This design comes from an exercise in tuning for small area and a short achievable clock period on the open sky130 flow, not from production work. Only simulation tests tie the RTL to the original design; equivalence was not proved. Power and IR drop assume default switching activity.

**design.v**
```verilog
module zero(X,z);
    parameter WIDTH=32;
    input [0:(WIDTH-1)] X;
    output z;
    wire [0:WIDTH] cascade;
    assign z = (X==32'b0);
endmodule
module zero_5bit(X,z);
    parameter WIDTH=5;
    input [0:(WIDTH-1)] X;
    output z;
    wire [0:WIDTH] cascade;
    assign z = (X==5'b0);
endmodule
module alu(A, B, ctrl, ALUout);
    input [0:31] A, B;
    input [0:3] ctrl;
    output reg [0:31] ALUout;
    wire sub = (ctrl != 4'd0);
    wire [0:31] sum = A + (B ^ {32{sub}}) + {31'd0, sub};
    wire eq = (A == B);
    wire lt = (A[0] ^ B[0]) ? A[0] : sum[0];
    wire [0:31] sl  = A << B[27:31];
    wire [0:63] srx = {{32{ctrl[1] & A[0]}}, A} >> B[27:31];
    wire [0:31] sr  = srx[32:63];
    always @(*) begin
        case (ctrl)
            4'd0, 4'd1: ALUout = sum;
            4'd2:  ALUout = {31'd0, lt};
            4'd3:  ALUout = {31'd0, lt | eq};
            4'd4:  ALUout = {31'd0, ~(lt | eq)};
            4'd5:  ALUout = {31'd0, ~lt};
            4'd7, 4'd10: ALUout = sr;
            4'd9:  ALUout = sl;
            4'd11: ALUout = {31'd0, eq};
            4'd12: ALUout = {31'd0, ~eq};
            4'd14: ALUout = A | B;
            4'd15: ALUout = A ^ B;
            default: ALUout = A & B;
        endcase
    end
endmodule
module control(
    instruction,  
    PCtoReg, 
    regToPC, 
    jump, 
    branch,
    branchZero, 
    RType,  
    RegWrite,  
    DSize,
    MemToReg,  
    MemWrite,  
    loadSign,  
    ALUCtrl,
    mul_out,
    extOp,  
    LHIOp,  
    jumpNonReg,
    FPRType_out,  
    FPRegWrite_out,
    movfp2i_out,
    movi2fp_out  
);
    input [0:31] instruction;
    output PCtoReg, regToPC, jump, branch, branchZero, RType, RegWrite, MemToReg, MemWrite, mul_out, extOp, LHIOp,loadSign,jumpNonReg;
    output [0:1] DSize;
    output [0:3] ALUCtrl;
    output FPRType_out,FPRegWrite_out;
    output movi2fp_out,movfp2i_out;
    wire FPRType;
    assign FPRType_out = FPRType;
    wire movi2fp;
    wire movfp2i;
    wire [0:5] opcode, func;
    wire [0:4] fpfunc;
    wire [0:4] rs1, rs2, rd;
    wire [0:15] imm16;
    wire [0:25] imm26;
    wire jumpNotLink;
    wire mul;
    wire sub;  
    wire slt, sle, sgt, sge, seq, sne;
    wire sra, srl, sll;
    wire andwire, orwire, xorwire;
    wire iz;
    assign opcode = instruction[0:5];
    assign func = instruction[26:31];
    assign fpfunc = instruction[27:31];
    assign rs1 = instruction[6:10];
    assign rs2 = instruction[11:15];
    assign rd = instruction[16:20];
    assign imm16 = instruction[16:31];
    assign imm26 = instruction[6:31];
    assign mul_out = mul;
    zero INSTRUCTION_ZERO(
        .X(instruction),
        .z(iz)
    );
    assign jumpNonReg = ~(opcode[0] | opcode[1] | opcode[2] | opcode[3] ) & opcode[4]& ~iz;
    assign PCtoReg = (~opcode[0]) & (~opcode[2]) & (~opcode[3]) & opcode[4] & opcode[5]& ~iz;
    assign regToPC = (~opcode[0]) & opcode[1] & (~opcode[2]) & (~opcode[3]) & opcode[4]&~iz;
    assign jump = (~opcode[0]) & (~opcode[2]) & (~opcode[3]) & opcode[4]&~iz;
    assign branch = (~opcode[0]) & (~opcode[1]) & (~opcode[2]) & opcode[3] & (~opcode[4])&~iz;
    assign branchZero = branch & (~opcode[5])&~iz;
    assign jumpNotLink = jump & (~PCtoReg)&~iz;
    assign RType = ((~opcode[0]) & (~opcode[1]) & (~opcode[2]) & (~opcode[3]) & (~opcode[4]) & (~opcode[5]))&~iz;
    assign FPRType = (~opcode[0]) & (~opcode[1]) & (~opcode[2]) & (~opcode[3]) & (~opcode[4]) & opcode[5]&~iz;  
    assign RegWrite = (movfp2i | ((~MemWrite) & (~jumpNotLink) & (~branch)) ) & (~movi2fp) &(~iz);
    assign MemToReg = opcode[0] & (~opcode[1]) & (~opcode[2]) & ((~opcode[4]) | ((~opcode[3]) & opcode[4] & opcode[5]))&~iz;
    assign MemWrite = opcode[0] & (~opcode[1]) & opcode[2] & (~opcode[3]) & ((~opcode[4]) | (opcode[4] & opcode[5]))&~iz;
    assign loadSign = opcode[0] & (~opcode[1]) & (~opcode[2]) & (~opcode[3]) & (~opcode[4])&~iz;
    assign mul = FPRType & fpfunc[2] & fpfunc[3] & (~fpfunc[4]) & (fpfunc[0] ^ fpfunc[1])&~iz;  
    assign extOp = opcode[0] | opcode[1] | (~opcode[2]) | opcode[3] | (~opcode[5])&~iz;  
    assign LHIOp = (~opcode[0]) & (~opcode[1]) & opcode[2] & opcode[3] & opcode[4] & opcode[5]&~iz;
    assign DSize[0] = opcode[0] & (~opcode[1]) & (~opcode[3]) & opcode[4] & opcode[5]&~iz;
    assign DSize[1] = (opcode[0] & (~opcode[1]) & (~opcode[3]) & opcode[5]) | (opcode[0] & (~opcode[1]) & (~opcode[2]) & opcode[3] & (~opcode[4]) & opcode[5])&~iz;
    assign sub = ((~opcode[0]) & (~opcode[1]) & opcode[2] & (~opcode[3]) & opcode[4]) | (RType & func[0] & (~func[1]) & (~func[2]) & (~func[3]) & func[4])&~iz;
    assign slt = ((~opcode[0]) & opcode[1] & opcode[2] & (~opcode[3]) & opcode[4] & (~opcode[5])) | (RType & func[0] & (~func[1]) & func[2] & (~func[3]) & func[4] & (~func[5]))&~iz;
    assign sle = ((~opcode[0]) & opcode[1] & opcode[2] & opcode[3] & (~opcode[4]) & (~opcode[5])) | (RType & func[0] & (~func[1]) & func[2] & func[3] & (~func[4]) & (~func[5]))&~iz;
    assign sgt = ((~opcode[0]) & opcode[1] & opcode[2] & (~opcode[3]) & opcode[4] & opcode[5]) | (RType & func[0] & (~func[1]) & func[2] & (~func[3]) & func[4] & func[5])&~iz;
    assign sge = ((~opcode[0]) & opcode[1] & opcode[2] & opcode[3] & (~opcode[4]) & opcode[5]) | (RType & func[0] & (~func[1]) & func[2] & func[3] & (~func[4]) & func[5])&~iz;
    assign seq = ((~opcode[0]) & opcode[1] & opcode[2] & (~opcode[3]) & (~opcode[4]) & (~opcode[5])) | (RType & func[0] & (~func[1]) & func[2] & (~func[3]) & (~func[4]) & (~func[5]))&~iz;
    assign sne = ((~opcode[0]) & opcode[1] & opcode[2] & (~opcode[3]) & (~opcode[4]) & opcode[5]) | (RType & func[0] & (~func[1]) & func[2] & (~func[3]) & (~func[4]) & func[5])&~iz;
    assign sra = ((~opcode[0]) & opcode[1] & (~opcode[2]) & opcode[3] & opcode[4] & opcode[5]) | (RType & (~func[0]) & (~func[1]) & (~func[2]) & func[3] & func[4] & func[5])&~iz;
    assign srl = ((~opcode[0]) & opcode[1] & (~opcode[2]) & opcode[3] & opcode[4] & (~opcode[5])) | (RType & (~func[0]) & (~func[1]) & (~func[2]) & func[3] & func[4] & (~func[5]))&~iz;
    assign sll = ((~opcode[0]) & (~opcode[1]) & opcode[2] & opcode[3] & opcode[4] & opcode[5]) | ((~opcode[0]) & opcode[1] & (~opcode[2]) & opcode[3] & (~opcode[4]) & (~opcode[5])) | (RType & (~func[0]) & (~func[1]) & (~func[2]) & func[3] & (~func[4]) & (~func[5]))&~iz;
    assign andwire = ((~opcode[0]) & (~opcode[1]) & opcode[2] & opcode[3] & (~opcode[4]) & (~opcode[5])) | (RType & func[0] & (~func[1]) & (~func[2]) & func[3] & (~func[4]) & (~func[5]))&~iz;
    assign orwire = ((~opcode[0]) & (~opcode[1]) & opcode[2] & opcode[3] & (~opcode[4]) & opcode[5]) | (RType & func[0] & (~func[1]) & (~func[2]) & func[3] & (~func[4]) & func[5])&~iz;
    assign xorwire = ((~opcode[0]) & (~opcode[1]) & opcode[2] & opcode[3] & opcode[4] & (~opcode[5])) | (RType & func[0] & (~func[1]) & (~func[2]) & func[3] & func[4] & (~func[5]))&~iz;
    assign ALUCtrl[0] = (sll | srl | seq | sne | andwire | orwire | xorwire)&~iz;
    assign ALUCtrl[1] = (sgt | sge | sra | sne | andwire | orwire | xorwire)&~iz;
    assign ALUCtrl[2] = (slt | sle | sra | srl | seq | orwire | xorwire)&~iz;
    assign ALUCtrl[3] = (sub | sle | sge | sra | sll | seq | andwire | xorwire)&~iz;
    assign movfp2i = RType & (func[0] & func[1] & (~func[2]) & func[3] & (~func[4]) & (~func[5]));
    assign movi2fp = RType & (func[0] & func[1] & (~func[2]) & func[3] & (~func[4]) & func[5]);
    assign movfp2i_out = movfp2i;
    assign movi2fp_out = movi2fp;
    assign FPRegWrite_out =  mul | movi2fp;
endmodule
module multiplier(clk, reset, mul, a, b, done, result);
    input clk, reset, mul;
    input [0:31] a, b;
    output done;
    output [0:63] result;
    reg [0:2] state;
    always @(posedge clk) begin
        if (~reset)
            state <= 3'd0;
        else case (state)
            3'd0: state <= mul ? 3'd1 : 3'd0;
            3'd1: state <= 3'd2;
            3'd2: state <= 3'd3;
            3'd3: state <= 3'd4;
            default: state <= 3'd0;
        endcase
    end
    assign done = (state == 3'd4);
    wire st0 = (state == 3'd0);
    wire st1 = (state == 3'd1);
    wire st2 = (state == 3'd2);
    wire st3 = (state == 3'd3);
    wire [15:0] al = a[16:31];
    wire [15:0] ah = a[0:15];
    wire [15:0] bl = b[16:31];
    wire [15:0] bh = b[0:15];
    wire [15:0] ma = (st0 | st3) ? al : ah;
    wire [15:0] mb = (st0 | st2) ? bl : bh;
    reg [31:0] S, C, H, L;
    wire [31:0] r [0:17];
    genvar j;
    generate
        for (j = 0; j < 16; j = j + 1) begin: PP
            assign r[j] = {16'd0, ma & {16{mb[j]}}} << j;
        end
    endgenerate
    assign r[16] = S & {32{st3}};
    assign r[17] = C & {32{st3}};
    wire [31:0] s1 [0:5];
    wire [31:0] c1 [0:5];
    generate
        for (j = 0; j < 6; j = j + 1) begin: L1
            csa32 A(r[3*j], r[3*j+1], r[3*j+2], s1[j], c1[j]);
        end
    endgenerate
    wire [31:0] s2 [0:3];
    wire [31:0] c2 [0:3];
    csa32 L2A(s1[0], c1[0], s1[1], s2[0], c2[0]);
    csa32 L2B(c1[1], s1[2], c1[2], s2[1], c2[1]);
    csa32 L2C(s1[3], c1[3], s1[4], s2[2], c2[2]);
    csa32 L2D(c1[4], s1[5], c1[5], s2[3], c2[3]);
    wire [31:0] s3 [0:1];
    wire [31:0] c3 [0:1];
    csa32 L3A(s2[0], c2[0], s2[1], s3[0], c3[0]);
    csa32 L3B(c2[1], s2[2], c2[2], s3[1], c3[1]);
    wire [31:0] s4 [0:1];
    wire [31:0] c4 [0:1];
    csa32 L4A(s3[0], c3[0], s3[1], s4[0], c4[0]);
    csa32 L4B(c3[1], s2[3], c2[3], s4[1], c4[1]);
    wire [31:0] s5, c5;
    csa32 L5A(s4[0], c4[0], s4[1], s5, c5);
    wire [31:0] s6, c6;
    csa32 L6A(s5, c5, c4[1], s6, c6);
    wire [31:0] sc = S + C;
    always @(posedge clk) begin
        S <= s6;
        C <= c6;
        if (st1) L <= sc;
        if (st2) H <= sc;
    end
    assign result = {H, L} + {16'd0, sc, 16'd0};
endmodule
module csa32(x, y, z, s, c);
    input [31:0] x, y, z;
    output [31:0] s, c;
    assign s = x ^ y ^ z;
    wire [31:0] m = (x & y) | (x & z) | (y & z);
    assign c = {m[30:0], 1'b0};
endmodule
module register_file(clk, reset, we, wa, wd, ra, rb, qa, qb);
    input clk, reset, we;
    input [0:4] wa, ra, rb;
    input [0:31] wd;
    output [0:31] qa, qb;
    reg [0:31] r [0:31];
    wire [0:31] wdr = wd & {32{reset}};
    genvar i;
    generate
        for (i = 0; i < 32; i = i + 1) begin: REGS
            wire wen = (we & (wa == i)) | ~reset;
            always @(posedge clk)
                if (wen) r[i] <= wdr;
        end
    endgenerate
    assign qa = r[ra];
    assign qb = r[rb];
endmodule
module register_file_fp(clk, reset, we, w64, wa, wd, ra, rb, qa, qb);
    input clk, reset, we, w64;
    input [0:4] wa, ra, rb;
    input [0:63] wd;
    output [0:31] qa, qb;
    reg [0:31] r [0:31];
    wire [0:31] wlo = wd[32:63] & {32{reset}};
    wire [0:31] whi = (w64 ? wd[0:31] : wd[32:63]) & {32{reset}};
    genvar i;
    generate
        for (i = 0; i < 32; i = i + 1) begin: REGS
            wire hit = w64 ? (wa[0:3] == (i >> 1)) : (wa == i);
            wire wen = (we & hit) | ~reset;
            always @(posedge clk)
                if (wen) r[i] <= (i % 2 == 0) ? whi : wlo;
        end
    endgenerate
    assign qa = r[ra];
    assign qb = r[rb];
endmodule
module pipeline_processor(clk,reset,DMEM_BUS_OUT,DMEM_BUS_IN,IMEM_BUS_OUT,IMEM_BUS_IN);
    input clk,reset;
    input [0:31] DMEM_BUS_IN;
    input [0:31] IMEM_BUS_IN;
    output [0:66] DMEM_BUS_OUT;
    output [0:31] IMEM_BUS_OUT;
    wire stall;              
    wire ls;                 
    reg  [0:31] pc;
    reg  [0:31] d_ir;            
    reg         d_kill;          
    reg  [0:31] e_ra, e_rb, e_f1;
    reg  [0:25] e_imm;
    reg  [0:4]  e_dest;
    reg  [0:1]  e_dsize;
    reg         e_regwrite, e_memtoreg, e_memwrite, e_jump, e_branch, e_mul, e_fpregwrite;
    reg         e_loadsign, e_bz, e_movi2fp, e_lhi, e_extop;
    reg         e_a_m, e_a_w, e_a_r, e_a_i;         
    reg         e_b_m, e_b_w, e_b_r, e_b_i;         
    reg         e_s_m, e_s_r;                       
    reg         e_r_sum, e_r_and, e_r_or, e_r_xor, e_r_sl, e_r_sr, e_r_npc, e_r_f1;
    reg         e_r_lt, e_r_le, e_r_gt, e_r_ge, e_r_eq, e_r_ne;
    reg         e_sub, e_arith;
    reg  [0:31] m_alu, m_memval, m_la;
    reg  [0:4]  m_rd, m_fd;
    reg  [0:1]  m_dsize;
    reg         m_regwrite, m_memwrite, m_leap, m_fpregwrite, m_mul;
    reg         m_v_alu, m_v_w, m_v_h, m_v_b, m_v_hx, m_v_bx;    
    reg  [0:31] w_val;
    reg  [0:63] w_fbus;
    reg  [0:4]  w_rd, w_fd;
    reg         w_regwrite, w_fpregwrite, w_mul;
    wire [0:31] pc4 = pc + 32'd4;
    assign IMEM_BUS_OUT = pc;
    always @(posedge clk) begin
        if (~reset)
            pc <= 32'd0;
        else if (~ls & ~stall)
            pc <= m_leap ? m_la : pc4;
    end
    always @(posedge clk) begin
        if (~reset)
            d_kill <= 1'b1;
        else if (~stall)
            d_kill <= m_leap | ls;
    end
    always @(posedge clk) begin
        if (~stall) begin
            d_ir  <= IMEM_BUS_IN;
        end
    end
    wire [0:31] d_ins = d_ir & {32{~d_kill}};
    wire [0:4] d_rs1 = d_ir[6:10];
    wire [0:4] d_rs2 = d_ir[11:15];
    wire [0:4] d_rdf = d_ir[16:20];
    wire c_pctoreg, c_regtopc, c_jump, c_branch, c_bz, c_rtype, c_regwrite;
    wire c_memtoreg, c_memwrite, c_loadsign, c_mul, c_extop, c_lhi, c_jnr;
    wire c_fprtype, c_fpregwrite, c_movfp2i, c_movi2fp;
    wire [0:1] c_dsize;
    wire [0:3] c_aluc;
    control CTRL(
        .instruction(d_ins),
        .PCtoReg(c_pctoreg), .regToPC(c_regtopc), .jump(c_jump), .branch(c_branch),
        .branchZero(c_bz), .RType(c_rtype), .RegWrite(c_regwrite), .DSize(c_dsize),
        .MemToReg(c_memtoreg), .MemWrite(c_memwrite), .loadSign(c_loadsign),
        .ALUCtrl(c_aluc), .mul_out(c_mul), .extOp(c_extop), .LHIOp(c_lhi),
        .jumpNonReg(c_jnr), .FPRType_out(c_fprtype), .FPRegWrite_out(c_fpregwrite),
        .movfp2i_out(c_movfp2i), .movi2fp_out(c_movi2fp)
    );
    wire [0:4] d_dest = c_pctoreg ? 5'd31 : (c_rtype ? d_rdf : d_rs2);
    wire [0:31] rf_a, rf_b, fp_a, fp_b;
    register_file RF(
        .clk(clk), .reset(reset),
        .we(w_regwrite), .wa(w_rd), .wd(w_val),
        .ra(d_rs1), .rb(d_rs2), .qa(rf_a), .qb(rf_b)
    );
    register_file_fp FPRF(
        .clk(clk), .reset(reset),
        .we(w_fpregwrite), .w64(w_mul), .wa(w_fd), .wd(w_fbus),
        .ra(d_rs1), .rb(d_rs2), .qa(fp_a), .qb(fp_b)
    );
    wire [0:31] d_ra = (w_regwrite && w_rd == d_rs1) ? w_val : rf_a;
    wire [0:31] d_rb = (w_regwrite && w_rd == d_rs2) ? w_val : rf_b;
    wire [0:5] f_op  = IMEM_BUS_IN[0:5];
    wire [0:4] f_rs1 = IMEM_BUS_IN[6:10];
    wire [0:4] f_rs2 = IMEM_BUS_IN[11:15];
    wire f_jnr   = ~(f_op[0] | f_op[1] | f_op[2] | f_op[3]) & f_op[4];
    wire f_rtype = (f_op == 6'd0);
    wire f_store = f_op[0] & ~f_op[1] & f_op[2] & ~f_op[3] & (~f_op[4] | (f_op[4] & f_op[5]));
    assign ls = c_memtoreg & ~f_jnr &
                (((f_rs1 == d_dest) & ~f_store) | ((f_rs2 == d_dest) & (f_rtype | f_store)));
    wire x1m = (d_rs1 == e_dest) & e_regwrite;
    wire x2m = (d_rs2 == e_dest) & e_regwrite;
    wire x1w = (d_rs1 == m_rd) & m_regwrite;
    wire x2w = (d_rs2 == m_rd) & m_regwrite;
    wire h1m = x1m & ~e_memtoreg & ~c_jnr & ~c_memwrite;
    wire h2m = x2m & ~e_memtoreg & ~c_jnr & c_rtype;
    wire hsm = x2m & c_memwrite;
    wire h1w = x1w & ~c_jnr;
    wire h2w = x2w & ~c_jnr & c_rtype;
    wire hsw = x2w & c_memwrite;
    wire [0:31] d_off = c_branch ? {{16{d_ir[16]}}, d_ir[16:31]} : {{6{d_ir[6]}}, d_ir[6:31]};
    wire [0:31] d_target = pc + d_off;
    wire [0:31] d_rbx = c_branch ? d_target : (c_pctoreg ? pc : (c_mul ? fp_b : (hsw ? m_alu : d_rb)));
    always @(posedge clk) begin
        if (~reset) begin
            e_regwrite <= 1'b0; e_memtoreg <= 1'b0; e_memwrite <= 1'b0;
            e_jump <= 1'b0; e_branch <= 1'b0; e_mul <= 1'b0; e_fpregwrite <= 1'b0;
        end else if (~stall) begin
            if (m_leap) begin
                e_regwrite <= 1'b0; e_memtoreg <= 1'b0; e_memwrite <= 1'b0;
                e_jump <= 1'b0; e_branch <= 1'b0; e_mul <= 1'b0; e_fpregwrite <= 1'b0;
            end else begin
                e_regwrite <= c_regwrite; e_memtoreg <= c_memtoreg; e_memwrite <= c_memwrite;
                e_jump <= c_jump; e_branch <= c_branch; e_mul <= c_mul; e_fpregwrite <= c_fpregwrite;
            end
        end
    end
    wire d_alu = ~c_pctoreg & ~c_movfp2i;
    always @(posedge clk) begin
        if (~stall) begin
            e_ra <= c_jnr ? d_target : d_ra;
            e_rb <= d_rbx;
            e_f1 <= fp_a;
            e_imm <= d_ir[6:31];
            e_dest <= d_dest;
            e_dsize <= c_dsize;
            e_loadsign <= c_loadsign;
            e_bz <= c_bz;
            e_movi2fp <= c_movi2fp;
            e_lhi <= c_lhi;
            e_extop <= c_extop;
            e_a_m <= h1m;
            e_a_w <= ~h1m & h1w;
            e_a_r <= ~h1m & ~h1w & ~c_lhi;
            e_a_i <= ~h1m & ~h1w & c_lhi;
            e_b_i <= ~c_rtype;
            e_b_m <= h2m;
            e_b_w <= ~h2m & h2w;
            e_b_r <= c_rtype & ~h2m & ~h2w;
            e_s_m <= hsm;
            e_s_r <= ~hsm;
            e_r_npc <= c_pctoreg;
            e_r_f1  <= c_movfp2i;
            e_r_sum <= d_alu & (c_aluc == 4'd0 || c_aluc == 4'd1);
            e_r_lt  <= d_alu & (c_aluc == 4'd2);
            e_r_le  <= d_alu & (c_aluc == 4'd3);
            e_r_gt  <= d_alu & (c_aluc == 4'd4);
            e_r_ge  <= d_alu & (c_aluc == 4'd5);
            e_r_and <= d_alu & (c_aluc == 4'd6 || c_aluc == 4'd8 || c_aluc == 4'd13);
            e_r_sr  <= d_alu & (c_aluc == 4'd7 || c_aluc == 4'd10);
            e_r_sl  <= d_alu & (c_aluc == 4'd9);
            e_r_eq  <= d_alu & (c_aluc == 4'd11);
            e_r_ne  <= d_alu & (c_aluc == 4'd12);
            e_r_or  <= d_alu & (c_aluc == 4'd14);
            e_r_xor <= d_alu & (c_aluc == 4'd15);
            e_sub   <= (c_aluc != 4'd0);
            e_arith <= c_aluc[1];
        end
    end
    wire [0:15] e_i16 = e_imm[10:25];
    wire [0:4]  e_rdf = e_imm[10:14];
    wire [0:31] e_immb = e_lhi ? 32'd16 : {{16{e_extop & e_i16[0]}}, e_i16};
    wire [0:31] opA = ({32{e_a_m}} & m_alu) | ({32{e_a_w}} & w_val) |
                      ({32{e_a_r}} & e_ra)  | ({32{e_a_i}} & {16'd0, e_i16});
    wire [0:31] opB = ({32{e_b_m}} & m_alu) | ({32{e_b_w}} & w_val) |
                      ({32{e_b_r}} & e_rb)  | ({32{e_b_i}} & e_immb);
    wire [0:31] e_memval = ({32{e_s_m}} & m_alu) | ({32{e_s_r}} & e_rb);
    wire [0:31] sum = opA + (opB ^ {32{e_sub}}) + {31'd0, e_sub};
    wire eq = (opA == opB);
    wire lt = (opA[0] ^ opB[0]) ? opA[0] : sum[0];
    wire [0:31] sl = opA << opB[27:31];
    wire [0:63] srx = {{32{e_arith & opA[0]}}, opA} >> opB[27:31];
    wire setbit = (e_r_lt & lt) | (e_r_le & (lt | eq)) | (e_r_gt & ~(lt | eq)) |
                  (e_r_ge & ~lt) | (e_r_eq & eq) | (e_r_ne & ~eq);
    wire [0:31] e_result = ({32{e_r_sum}} & sum) | ({32{e_r_and}} & (opA & opB)) |
                           ({32{e_r_or}} & (opA | opB)) | ({32{e_r_xor}} & (opA ^ opB)) |
                           ({32{e_r_sl}} & sl) | ({32{e_r_sr}} & srx[32:63]) |
                           ({32{e_r_npc}} & e_rb) | ({32{e_r_f1}} & e_f1) |
                           {31'd0, setbit};
    wire a_zero = (opA == 32'd0);
    wire e_leap = e_jump | (e_branch & (e_bz ? a_zero : ~a_zero));
    wire [0:31] e_la = e_branch ? e_rb : opA;
    wire        mul_done;
    wire [0:63] mul_result;
    multiplier MUL(
        .clk(clk), .reset(reset), .mul(e_mul),
        .a(e_f1), .b(e_rb), .done(mul_done), .result(mul_result)
    );
    assign stall = e_mul & ~mul_done;
    wire [0:31] e_memlo = ~e_fpregwrite ? e_memval : (e_movi2fp ? opA : mul_result[32:63]);
    wire [0:31] e_lahi  = e_mul ? mul_result[0:31] : e_la;
    always @(posedge clk) begin
        if (~reset) begin
            m_regwrite <= 1'b0; m_memwrite <= 1'b0; m_leap <= 1'b0; m_fpregwrite <= 1'b0;
        end else if (~stall) begin
            if (m_leap) begin
                m_regwrite <= 1'b0; m_memwrite <= 1'b0; m_leap <= 1'b0; m_fpregwrite <= 1'b0;
            end else begin
                m_regwrite <= e_regwrite; m_memwrite <= e_memwrite; m_leap <= e_leap;
                m_fpregwrite <= e_fpregwrite;
            end
        end
    end
    always @(posedge clk) begin
        if (~reset) begin
            m_alu <= 32'd0;
            m_memval <= 32'd0;
            m_dsize <= 2'd0;
        end else if (~stall) begin
            m_alu <= e_result;
            m_memval <= e_memlo;
            m_dsize <= e_dsize;
        end
    end
    always @(posedge clk) begin
        if (~stall) begin
            m_la <= e_lahi;
            m_rd <= e_dest;
            m_fd <= e_rdf;
            m_mul <= e_mul;
            m_v_alu <= ~e_memtoreg;
            m_v_w   <= e_memtoreg & (e_dsize == 2'b11);
            m_v_h   <= e_memtoreg & (e_dsize == 2'b01);
            m_v_b   <= e_memtoreg & (e_dsize == 2'b00);
            m_v_hx  <= e_memtoreg & e_loadsign & (e_dsize == 2'b01 || e_dsize == 2'b00);
            m_v_bx  <= e_memtoreg & e_loadsign & (e_dsize == 2'b00);
        end
    end
    assign DMEM_BUS_OUT = {m_alu, m_memval, m_memwrite, m_dsize};
    wire [0:31] din = DMEM_BUS_IN;
    wire [0:31] m_val;
    assign m_val[0:15]  = ({16{m_v_alu}} & m_alu[0:15]) | ({16{m_v_w}} & din[0:15]) |
                          {16{m_v_hx & din[0]}};
    assign m_val[16:23] = ({8{m_v_alu}} & m_alu[16:23]) | ({8{m_v_w}} & din[16:23]) |
                          ({8{m_v_h}} & din[0:7]) | {8{m_v_bx & din[0]}};
    assign m_val[24:31] = ({8{m_v_alu}} & m_alu[24:31]) | ({8{m_v_w}} & din[24:31]) |
                          ({8{m_v_h}} & din[8:15]) | ({8{m_v_b}} & din[0:7]);
    always @(posedge clk) begin
        if (~reset) begin
            w_regwrite <= 1'b0; w_fpregwrite <= 1'b0;
        end else if (~stall) begin
            w_regwrite <= m_regwrite; w_fpregwrite <= m_fpregwrite;
        end
    end
    always @(posedge clk) begin
        if (~stall) begin
            w_val <= m_val;
            w_fbus <= {m_la, m_memval};
            w_rd <= m_rd;
            w_fd <= m_fd;
            w_mul <= m_mul;
        end
    end
endmodule
```
**flow/run.sh**
```bash
#!/bin/bash
set -euo pipefail
export SETUP_SLACK_MARGIN=13.0
bash standard.sh > standard_flow.log 2>&1
```
**standard.sh**
```bash
#!/bin/bash
# synth_recipe.tcl (not shown) runs the flow's synth.tcl, then flattens the netlist and writes it again
# the make line also repeats each setting of config.mk as NAME=value (left out here)
make -C /OpenROAD-flow-scripts/flow DESIGN_CONFIG=/design/flow/config.mk WORK_HOME=/design/flow/orfs CLKGATE_MAP_FILE= SYNTH_SCRIPT=/design/flow/synth_recipe.tcl "${@:-finish}"
```
**config.mk**
```make
export PLATFORM = sky130hd
export DESIGN_NAME = pipeline_processor
export DESIGN_NICKNAME = pipeline_processor
export VERILOG_FILES = /design/flow/design.v
export SDC_FILE = /design/flow/constraint.sdc
export NUM_CORES = 4
export LEC_CHECK = 0
export CAP_MARGIN = 20
export CORE_MARGIN = 2
export CORE_UTILIZATION = 50
export CTS_CLUSTER_DIAMETER = 100
export CTS_CLUSTER_SIZE = 25
export SLEW_MARGIN = 20
```
**constraint.sdc**
```tcl
create_clock -name core_clock -period 18.0 [get_ports {clk}]
set_input_delay 3.6000 -clock core_clock [delete_from_list [all_inputs] [get_ports {clk}]]
set_output_delay 3.6000 -clock core_clock [all_outputs]
set_load 0.01 [all_outputs]
```
==> impl_metrics.json, run 1 <==
{
  "ios": 165,
  "dr.pass1.iters": 14,
  "peakVddDrop_v": 0.000100,
  "insertion_delay_ns": 0.91,
  "setup_viol": 0,
  "outcome": "finished clean",
  "vias_per_cell": 8.11,
  "vias": 118000,
  "critPathKind": "reg -> reg",
  "clkSlewWorstSetupHoldPaths_ns": 0.10,
  "port_buffers": 164,
  "ctsLongestPathBuffers": 4,
  "drive_above_1_share": 0.135,
  "max_freq_ghz": 0.189,
  "yosysWarnings": 6,
  "worstMarginPinSlew_ns": 1.37,
  "cts_root_buf": "clkbuf_16",
  "drv_cap": 0,
  "drtIter0Drc": 27100,
  "skew_ns": 0.0996,
  "slew_headroom": 0.0889,
  "syn_area_per_cell_um2": 12.2,
  "power_density_mw_per_mm2": 121,
  "synth_seq_cells": 2627,
  "synthToLayoutAreaGrowth_pct": 12.4,
  "final_area_mm2": 0.148,
  "rsz0062_at_grt": "true",
  "leakage_uw": 0.0542,
  "tns_ns": 0,
  "gp_congestion": 1.03,
  "synth-edff-count": 2450,
  "seq_area_mm2": 0.0774,
  "multi_input_area_mm2": 0.0530,
  "dp_hpwl_um": 423000,
  "clock_sink_count": 2627,
  "initial_utilization": 0.502,
  "period_share": 0.295,
  "worstSetupEndpointType": "register",
  "critPathRequiredTime_ns": 18.72,
  "die_area_mm2": 0.268,
  "antenna_found_initial": 104,
  "fillers": 21600,
  "synth_cells": 10800,
  "die_x_um": 517,
  "route.detailed.drc": 0,
  "critPathMaxFanout": 30,
  "grt_pass1_wl_um": 946000,
  "rows": 188,
  "grt_overflow": 0,
  "avgRoutedWirePerCell_um": 49.4,
  "syn_area_mm2": 0.132,
  "r2r_slack_ns": 12.70,
  "track_usage": 0.523,
  "cp_data_arrival_time_ns": 6.02,
  "worst_setup_path_start_kind": "register",
  "hold_path.class": "reg -> reg",
  "die_h_um": 517,
  "yosys.cell_types.count": 92,
  "first_global_vias": 109000,
  "ys.flop_type": "edfxtp_1",
  "drt_wl_total_um": 721000,
  "yosysSeqAreaShare": 0.585,
  "nNetsFinal": 11500,
  "ant_nets": 0,
  "fin_crit_ns": 5.30,
  "hold_viol_final": 0,
  "slew_violations": 0,
  "grt_max_degree": 158,
  "core_region_area_mm2": 0.262,
  "tritoncts": "done",
  "syn_nets": 11400,
  "h-tree-depth": 4,
  "synthArstFlopShare": 0,
  "post_dp_cell_area_mm2": 0.139,
  "cts_buffers": 144
}
## cell usage after synthesis (49+ instances only)
cell type	number	area, µm²
a211oi_1	125	938
a21o_1	66	495
a21oi_1	458	2290
a221oi_1	432	3780
a222oi_1	68	681
a22o_1	409	3580
a22oi_1	1229	9230
a31oi_1	49	307
and2_1	159	995
buf_1	140	526
clkbuf_1	614	2300
dfxtp_1	177	3540
edfxtp_1	2450	73600
fa_1	256	5120
ha_1	267	3340
inv_1	428	1610
mux2i_1	171	1710
nand2_1	781	2930
nand3_1	261	1310
nand4_1	215	1350
nor2_1	652	2450
nor3_1	88	440
nor4_1	108	676
o21ai_0	365	1830
xnor2_1	93	815
xor2_1	93	815
## power by group
group          internal (µW)  switching [µW]  total, µW
registers               7790             891       8690
logic                   1850            3700       5560
clock network           1560            2190       3740
## routing by layer
layer | global-route usage | vias to the layer above | part of all wire
met5 | 0.00144 | - | 0.0013
met4 | 0.359 | 96 | 0.093
met3 | 0.263 | 3772 | 0.19
met2 | 0.687 | 13800 | 0.38
met1 | 0.668 | 57900 | 0.33
li1 | - | 42900 | -
## per-stage QoR
step / power, µW / setup WS, ns / util / std cells / hold WS [ns]
floorplan: 10900 / 12.47 / - / 10800 / 0.400
global placement: 13500 / 10.72 / 0.531 / 14100 / 0.403
detailed placement: 13500 / 10.87 / 0.532 / 14100 / 0.405
CTS: 17400 / 12.88 / 0.557 / 14400 / 0.429
global route: 18400 / 12.82 / 0.564 / 14500 / 0.437
finish: 18000 / 12.70 / 0.565 / 14600 / 0.429
## worst max-delay path: stages (launching register included)
cell	delay [ns]
edfxtp_1	0.53
buf_4	0.34
nor3b_2	0.49
and2_4	0.63
buf_6	0.62
buf_6	0.58
a22oi_1	0.19
nand2_1	0.12
nor4_1	0.06
a211oi_1	1.01
nor3_1	0.08
a211oi_1	0.26
## flip-flops by register name, indices dropped and copies added (netlist names), 5 cells and up
signal    flops
m_memval     32
w_rd          5
MUL.H        32
m_rd          5
RF.r       1024
e_ra         32
m_la         32
e_imm        16
e_rb         32
e_dest        5
e_f1         32
FPRF.r     1024
m_alu        32
m_fd          5
d_ir         32
w_fd          5
MUL.C        30
w_fbus       64
w_val        32
pc           32
MUL.L        32
MUL.S        32
## logic make-up (layout without fill, tap and decap cells)
family          Yosys count  after routing  synth area share
compound gates         3541           3541             0.198
flops                  2627           2627             0.585
simple gates           2511           2515            0.0900
buf+inv                1197           1395            0.0343
fa+ha+maj               523            523            0.0642
mux                     211            211            0.0164
xor+xnor                186            186            0.0124
other cells               0             76                 0
## cell usage in the layout, fill, tap and decap left out, drive strengths merged, types with 52 or more instances in the layout
master,synthesis,final
and2,159,159
a222oi,68,68
a22o,409,409
edfxtp,2450,2450
nand2,781,784
nor3,89,89
o21ai,366,366
xnor2,93,93
nand3,261,261
nor4,109,109
a221oi,432,432
diode,0,76
mux2i,171,171
nand4,215,215
xor2,93,93
a21o,66,66
fa,256,256
a22oi,1229,1229
clkbuf,614,164
ha,267,267
buf,151,706
nor2,653,654
inv,430,444
a211oi,125,125
a21oi,458,458
dfxtp,177,177
clkdlybuf4s50,0,52
## path summary, 6_finish.rpt
path | start | to | cells past startpoint
hold reg to reg | m_fpregwrite | w_fpregwrite | 2
setup reg to reg | d_ir[11] | e_rb[12] | 11
setup / recovery | d_ir[11] | e_rb[12] | 11
hold / removal | m_fpregwrite | w_fpregwrite | 2
## final cells by class
class,instances,area share
Sequential cell,2627,0.523
Multi-Input combinational cell,6976,0.358
Timing Repair Buffer,773,0.0493
Tap cell,3515,0.0297
Clock buffer,157,0.0252
Inverter,432,0.0110
Clock inverter,33,0.00325
Antenna cell,76,0.00128
## timing repair
item | in CTS | in global routing
gates resized for setup | 904 | 185
gates cloned | 7 | 6
pin swaps | 41 | 91
setup endpoints to repair | 2597 | 362
setup buffers | 131 | 92
hold buffers | 0 | 0
==> run 2: changes to the inputs <==
--- a/config.mk
+++ b/config.mk
@@ -9,3 +9,3 @@
 export CORE_MARGIN = 2
-export CORE_UTILIZATION = 50
+export CORE_UTILIZATION = 40
 export CTS_CLUSTER_DIAMETER = 100
==> run 2 against run 1 <==
- now fails the layout checks on slew limit
- sequential share of layout area is 0.38 points lower
- critical path depth did not move
- design area up 0.75%
- die area grew 25%
- final cell count is 5.7% higher
- combinational power rose by 0.9%
==> impl_metrics.json, run 2 <==
{
  "tritoncts": "done",
  "insertion_delay_ns": 0.98,
  "grt_pass1_wl_um": 979000,
  "critPathMaxFanout": 28,
  "holdWs_ns": 0.400,
  "core_region_area_mm2": 0.328,
  "worstMarginPinSlew_ns": 1.52,
  "setup_viol": 0,
  "drv_cap": 0,
  "dp_hpwl_um": 443000,
  "synth_area_leaders": "edfxtp_1 56%, a22oi_1 7.0%, fa_1 3.9%, a221oi_1 2.9%, a22o_1 2.7%",
  "power_density_mw_per_mm2": 121,
  "syn_area_mm2": 0.132,
  "postCtsHoldBufs": 0,
  "ant_nets": 0,
  "slew_headroom": -0.0157,
  "die_x_um": 578,
  "cp_data_arrival_time_ns": 6.26,
  "rsz0062_at_grt": "true",
  "route.detailed.drc": 0,
  "critPathKind": "reg -> reg",
  "drive_above_1_share": 0.135,
  "final_area_mm2": 0.149,
  "vias": 118000,
  "ios": 165,
  "rows": 210,
  "h-tree-depth": 4,
  "synth_cells": 10800,
  "synth-edff-count": 2450,
  "critical_path.startpoint": "d_ir[11]",
  "dp_cells": 14900,
  "leakage_uw": 0.0542,
  "hold_viol_final": 0,
  "clkSlewWorstSetupHoldPaths_ns": 0.11,
  "yosysSeqAreaShare": 0.585,
  "post-synth-top-area-cell": "edfxtp_1",
  "crit_path_top_delay_cell": "a211oi_4",
  "critical_path.most_common_cell": "buf_4",
  "yosysWarnings": 6,
  "worst_setup_path_start_kind": "register",
  "top_regs": "FPRF.r: 1024 flops, RF.r: 1024 flops, w_fbus: 64 flops",
  "clock_sink_count": 2627,
  "port_buffers": 164,
  "avgRoutedWirePerCell_um": 48.7,
  "skew_ns": 0.0852,
  "dr.pass1.iters": 13,
  "slew_violations": 8,
  "synthToLayoutAreaGrowth_pct": 13.2,
  "die_h_um": 578,
  "worst_slack_ns": 12.46,
  "ctsLongestPathBuffers": 4,
  "cts_buffers": 137,
  "synth_seq_cells": 2627,
  "die_area_mm2": 0.334,
  "netlist_top_cells_count": "2450 x edfxtp_1, 1229 x a22oi_1, 781 x nand2_1",
  "r2r-start": "d_ir[11]",
  "hp-start": "m_mul",
  "antenna_found_initial": 99,
  "grt_overflow": 0,
  "track_usage": 0.435,
  "synth_top_area_share": 0.558,
  "synthArstFlopShare": 0,
  "crit_path_cell_trace": "buf_4, nor3b_2, and2_4, buf_8, buf_4, a22oi_1, nand2_1, nor4_1, a211oi_4, nor3_1, nor2_1",
  "post_dp_cell_area_mm2": 0.141,
  "cts_root_buf": "clkbuf_16",
  "yosys.cell_types.count": 92,
  "place_ws_ns": 10.65,
  "outcome": "finished with violations",
  "cp_num_buf_inv": 3,
  "fin_crit_ns": 5.54,
  "ys.flop_type": "edfxtp_1",
  "path_delay_family": "simple AND/OR/NAND/NOR gates",
  "worstSetupEndpointType": "register",
  "period_share": 0.308,
  "tns_ns": 0,
  "initial_utilization": 0.402,
  "fin_cells": 15400,
  "synth_most_common_cell": "edfxtp_1",
  "critPathRequiredTime_ns": 18.72,
  "drtIter0Drc": 27300,
  "grt_max_degree": 161,
  "syn_area_per_cell_um2": 12.2,
  "max_freq_ghz": 0.181,
  "gp_congestion": 1.04,
  "hold_path.class": "reg -> reg",
  "slowest_delay_ns": 0.97,
  "layout_commonest_cell": "edfxtp_1",
  "vias_per_cell": 7.67,
  "syn_nets": 11400,
  "peakVddDrop_v": 0.0000887,
  "nNetsFinal": 11500,
  "drt_wl_total_um": 751000,
  "first_global_vias": 109000,
  "final_cell_mix": "2450 x edfxtp_1, 1227 x a22oi_1, 767 x nand2_1",
  "failed_checks": "slew limit"
}
run 2: cell counts after synthesis:
Identical to the previous run, type by type.
run 2: cell type report:
cell class,instances,area [µm²]
clock buffer,162,3690
tap,4346,5440
timing repair buffer,774,7490
antenna,71,178
multi-input combinational,6976,52900
clock inverter,27,463
sequential,2627,77400
inverter,432,1640
fill,29300,178000
run 2: cell families (layout without fill, tap and decap cells):
| kind of cell | after synthesis | count (layout) | share of synthesized area |
|---|---|---|---|
| multiplexers | 211 | 211 | 0.0164 |
| buffers and inverters | 1197 | 1395 | 0.0343 |
| other | 0 | 71 | 0 |
| XOR/XNOR | 186 | 186 | 0.0124 |
| adder cells (fa/ha/maj) | 523 | 523 | 0.0642 |
| flip-flops | 2627 | 2627 | 0.585 |
| AO/OA/AOI/OAI | 3541 | 3541 | 0.198 |
| AND/OR/NAND/NOR | 2511 | 2515 | 0.0900 |
run 2: timing repair:
action | 4_1_cts | 5_1_grt
pin swaps | 36 | 94
setup endpoints to repair | 2233 | 634
setup buffers | 125 | 72
hold endpoints to repair | 0 | 0
cloned | 9 | 7
resized for setup | 954 | 236
run 2: path summary, 6_finish.rpt:
kind,slack [ns],end,cells after the start
worst max-delay path,12.46,e_rb[8],11
worst min-delay path,0.40,w_mul,0
worst max register to register,12.46,e_rb[8],11
worst min register to register,0.40,w_mul,0
run 2: worst register-to-register path, stage by stage (launching register included):
cell      delay (ns)
edfxtp_1        0.35
buf_4           0.47
nor3b_2         0.77
and2_4          0.68
buf_8           0.60
buf_4           0.64
a22oi_1         0.17
nand2_1         0.12
nor4_1          0.07
a211oi_4        0.97
nor3_1          0.22
nor2_1          0.30
run 2: routing by layer:
layer | global-route usage | vias to the layer above | part of all wire
met5 | 0.00241 | - | 0.00060
met3 | 0.217 | 3700 | 0.19
met4 | 0.309 | 56 | 0.093
li1 | - | 42900 | -
met1 | 0.551 | 57900 | 0.34
met2 | 0.568 | 13800 | 0.38
run 2: per-stage QoR:
stage	utilization	total power, µW
after floorplan	-	10900
after global placement	0.429	13500
after detailed placement	0.429	13600
after CTS	0.450	17500
after global routing	0.455	18500
final	0.455	18100
run 2: power breakdown:
part           internal (µW)  leakage, µW  switching [µW]  total [µW]
clock network           1570      0.00202            2190        3750
registers               7800       0.0270             920        8720
logic                   1830       0.0252            3780        5610
==> run 3: changes to the inputs <==
==> flow/run.sh (replaced) <==
#!/bin/bash
set -euo pipefail
export SETUP_SLACK_MARGIN=13.3
bash standard.sh > standard_flow.log 2>&1
--- a/config.mk
+++ b/config.mk
@@ -9,3 +9,3 @@
 export CORE_MARGIN = 2
-export CORE_UTILIZATION = 40
+export CORE_UTILIZATION = 50
 export CTS_CLUSTER_DIAMETER = 100
==> run 3 against run 2 <==
- now clean on timing, DRC and antenna
- critical path type is now reg -> out
- critical endpoint is now IMEM_BUS_OUT[18]
- count of clock-buffer cells in the layout shrank 5
- core utilization is 12 points higher
- via count about the same
- register-to-register slack gained 0.49 ns
- first-iteration DRC count shrank 2.1%
- largest power group unchanged
- hold slack improved by 0.037 ns
- fmax increased by 8.0%
==> impl_metrics.json, run 3 <==
{
  "vias_per_cell": 8.05,
  "r2r_slack_ns": 12.95,
  "ctsLongestPathBuffers": 3,
  "first_global_vias": 109000,
  "power_density_mw_per_mm2": 121,
  "period_share": 0.285,
  "postCtsHoldBufs": 0,
  "setup_viol": 0,
  "worst_setup_path_start_kind": "register",
  "fin_cells": 14700,
  "grt_max_degree": 140,
  "route.detailed.drc": 0,
  "top_regs": "FPRF.r: 1024 flops, RF.r: 1024 flops, w_fbus: 64 flops",
  "cp_num_buf_inv": 2,
  "ys.flop_type": "edfxtp_1",
  "slew_headroom": 0.0384,
  "core_region_area_mm2": 0.262,
  "drv_cap": 0,
  "netlist_top_cells_count": "2450 x edfxtp_1, 1229 x a22oi_1, 781 x nand2_1",
  "die_area_mm2": 0.268,
  "peakVddDrop_v": 0.000122,
  "syn_area_mm2": 0.132,
  "met2_usage": 0.678,
  "synthArstFlopShare": 0,
  "slowest_delay_ns": 0.34,
  "insertion_delay_ns": 0.92,
  "nNetsFinal": 11600,
  "crit_path_cell_trace": "buf_8, buf_6",
  "track_usage": 0.520,
  "grt-busiest-layer": "met2",
  "hold_path.class": "reg -> reg",
  "seq_area_mm2": 0.0774,
  "die_x_um": 517,
  "synth_cells": 10800,
  "synthToLayoutAreaGrowth_pct": 14.6,
  "timing.rr.end": "m_la[8]",
  "drt_wl_total_um": 717000,
  "syn_nets": 11400,
  "dr.pass1.iters": 13,
  "synth_seq_cells": 2627,
  "slew_violations": 0,
  "ios": 165,
  "synth_most_common_cell": "edfxtp_1",
  "synth-edff-count": 2450,
  "layout_commonest_cell": "edfxtp_1",
  "initial_utilization": 0.502,
  "clkSlewWorstSetupHoldPaths_ns": 0.11,
  "r2r-start": "MUL.C[2]",
  "synth_top_area_share": 0.558,
  "port_buffers": 164,
  "h-tree-depth": 4,
  "max_freq_ghz": 0.195,
  "syn_area_per_cell_um2": 12.2,
  "clock_sink_count": 2627,
  "dp_hpwl_um": 420000,
  "drive_above_1_share": 0.164,
  "worstMarginPinSlew_ns": 1.40,
  "cp_data_arrival_time_ns": 1.53,
  "whs_path_depth": 0,
  "worstSetupEndpointType": "primary output",
  "drtIter0Drc": 26700,
  "tritoncts": "done",
  "met3_usage": 0.253,
  "critPathRequiredTime_ns": 14.40,
  "multi_input_area_mm2": 0.0541,
  "rows": 188,
  "cts_buffers": 137,
  "yosysSeqAreaShare": 0.585,
  "skew_ns": 0.0726,
  "synth_area_leaders": "edfxtp_1 56%, a22oi_1 7.0%, fa_1 3.9%, a221oi_1 2.9%, a22o_1 2.7%",
  "fillers": 21300,
  "vias": 118000,
  "grt_overflow": 0,
  "avgRoutedWirePerCell_um": 48.8,
  "cts_root_buf": "clkbuf_16",
  "rsz0062_at_grt": "true",
  "hold_viol_final": 0,
  "reg2regPathDepth": 25,
  "fin_crit_ns": 5.13,
  "path_delay_family": "flip-flops",
  "hp-start": "m_fd[0]",
  "hold_path_end": "w_fd[0]",
  "ant_nets": 0,
  "post-synth-top-area-cell": "edfxtp_1",
  "dp_cells": 14100,
  "critPathKind": "reg -> out",
  "outcome": "finished clean",
  "die_h_um": 517,
  "leakage_uw": 0.0550,
  "crit_path_top_delay_cell": "dfxtp_2",
  "antenna_found_initial": 69,
  "yosysWarnings": 6,
  "final_cell_mix": "2450 x edfxtp_1, 1228 x a22oi_1, 768 x nand2_1",
  "critPathMaxFanout": 2,
  "gr-usage-met1": 0.664,
  "yosys.cell_types.count": 92,
  "tns_ns": 0,
  "grt_pass1_wl_um": 939000,
  "gp_congestion": 1.05
}
[run 3: cell counts after synthesis]
Identical to the previous run, type by type.
[run 3: how the worst max path moves through the flow]
stage / from / endpoint / slack (ns) / depth (start not counted)
CTS: pc[14] / IMEM_BUS_OUT[14] / 12.86 / 2
finish: pc[18] / IMEM_BUS_OUT[18] / 12.87 / 2
global placement: IMEM_BUS_IN[4] / pc[17] / 10.76 / 12
detailed placement: IMEM_BUS_IN[4] / pc[9] / 10.79 / 12
floorplan: IMEM_BUS_IN[5] / pc[12] / 12.47 / 12
global route: MUL.C[20] / m_la[12] / 12.85 / 21
[run 3: what timing repair did]
item / 4_1_cts / 5_1_grt
cloned: 16 / 9
buffers inserted: 241 / 77
pin swaps: 125 / 141
gates resized for setup: 1152 / 370
setup endpoints to repair: 3277 / 1536
[run 3: stage by stage]
step	setup WS [ns]	hold WS, ns	utilization	power, µW	cell area (µm²)
6_report	12.87	0.437	0.576	18300	151000
5_1_grt	12.85	0.434	0.575	18700	151000
4_1_cts	12.86	0.434	0.566	17600	149000
3_5_place_dp	10.79	0.409	0.532	13500	140000
3_3_place_gp	10.76	0.401	0.532	13400	140000
2_1_floorplan	12.47	0.400	-	10900	133000
[run 3: routing by layer]
layer,routed length (µm),up-vias,share of wire
li1,-,43100,-
met1,238000,57900,0.33
met2,271000,13400,0.38
met3,138000,3779,0.19
met4,69100,54,0.096
met5,962,-,0.0013
[run 3: cell type report]
| class | instances | share of cell area |
|---|---|---|
| repair buffers | 881 | 0.0600 |
| multi-input cells | 6980 | 0.358 |
| flip-flops and latches | 2627 | 0.513 |
| diodes | 53 | 0.000879 |
| clock inverters | 40 | 0.00411 |
| repair inverters | 1 | 0.0000332 |
| inverters | 432 | 0.0109 |
| clock buffers | 157 | 0.0236 |
| well taps | 3515 | 0.0291 |
[run 3: cell families after synthesis]
logic type | share of synthesized area
fa+ha+maj | 0.0642
xor+xnor | 0.0124
flops | 0.585
mux | 0.0164
simple gates | 0.0900
buf+inv | 0.0343
compound gates | 0.198
[run 3: where the power goes]
part           switching [µW]  total [µW]  leakage (µW)  internal (µW)
clock network            2190        3690       0.00202           1490
logic                    3840        5920        0.0261           2080
registers                 872        8670        0.0270           7800

==> port drivers added, routing unchanged <==
The flow's constraints put no driver on any port. The routed layouts listed below were extracted and timed again, unchanged, in two steps.
Step 1, drivers: a clkbuf_16 drives clk and a buf_2 each remaining input, both assumed.
Step 2 adds t to the input delays and takes it off the output delays; t is the mean of the earliest and latest rising clock arrival at the registers after step 1. Input paths then give back, and output paths get back, about the clock's delay inside the block.
a / b / c = ideal / step 1 / step 2; a / b = the first two.
run | t, ns | setup slack, ns | worst data-port slew with drivers (ns)
run 1 | 0.989 | 12.697 / 12.697 / 11.939 | 0.06
run 2 | 1.042 | 12.460 / 12.460 / 12.003 | 0.17
run 3 | 1.006 | 12.873 / 12.754 / 12.031 | 0.06
For run 3, which loses most, drivers alone change the setup slack by -0.119 ns; drivers and shift together by -0.842 ns.
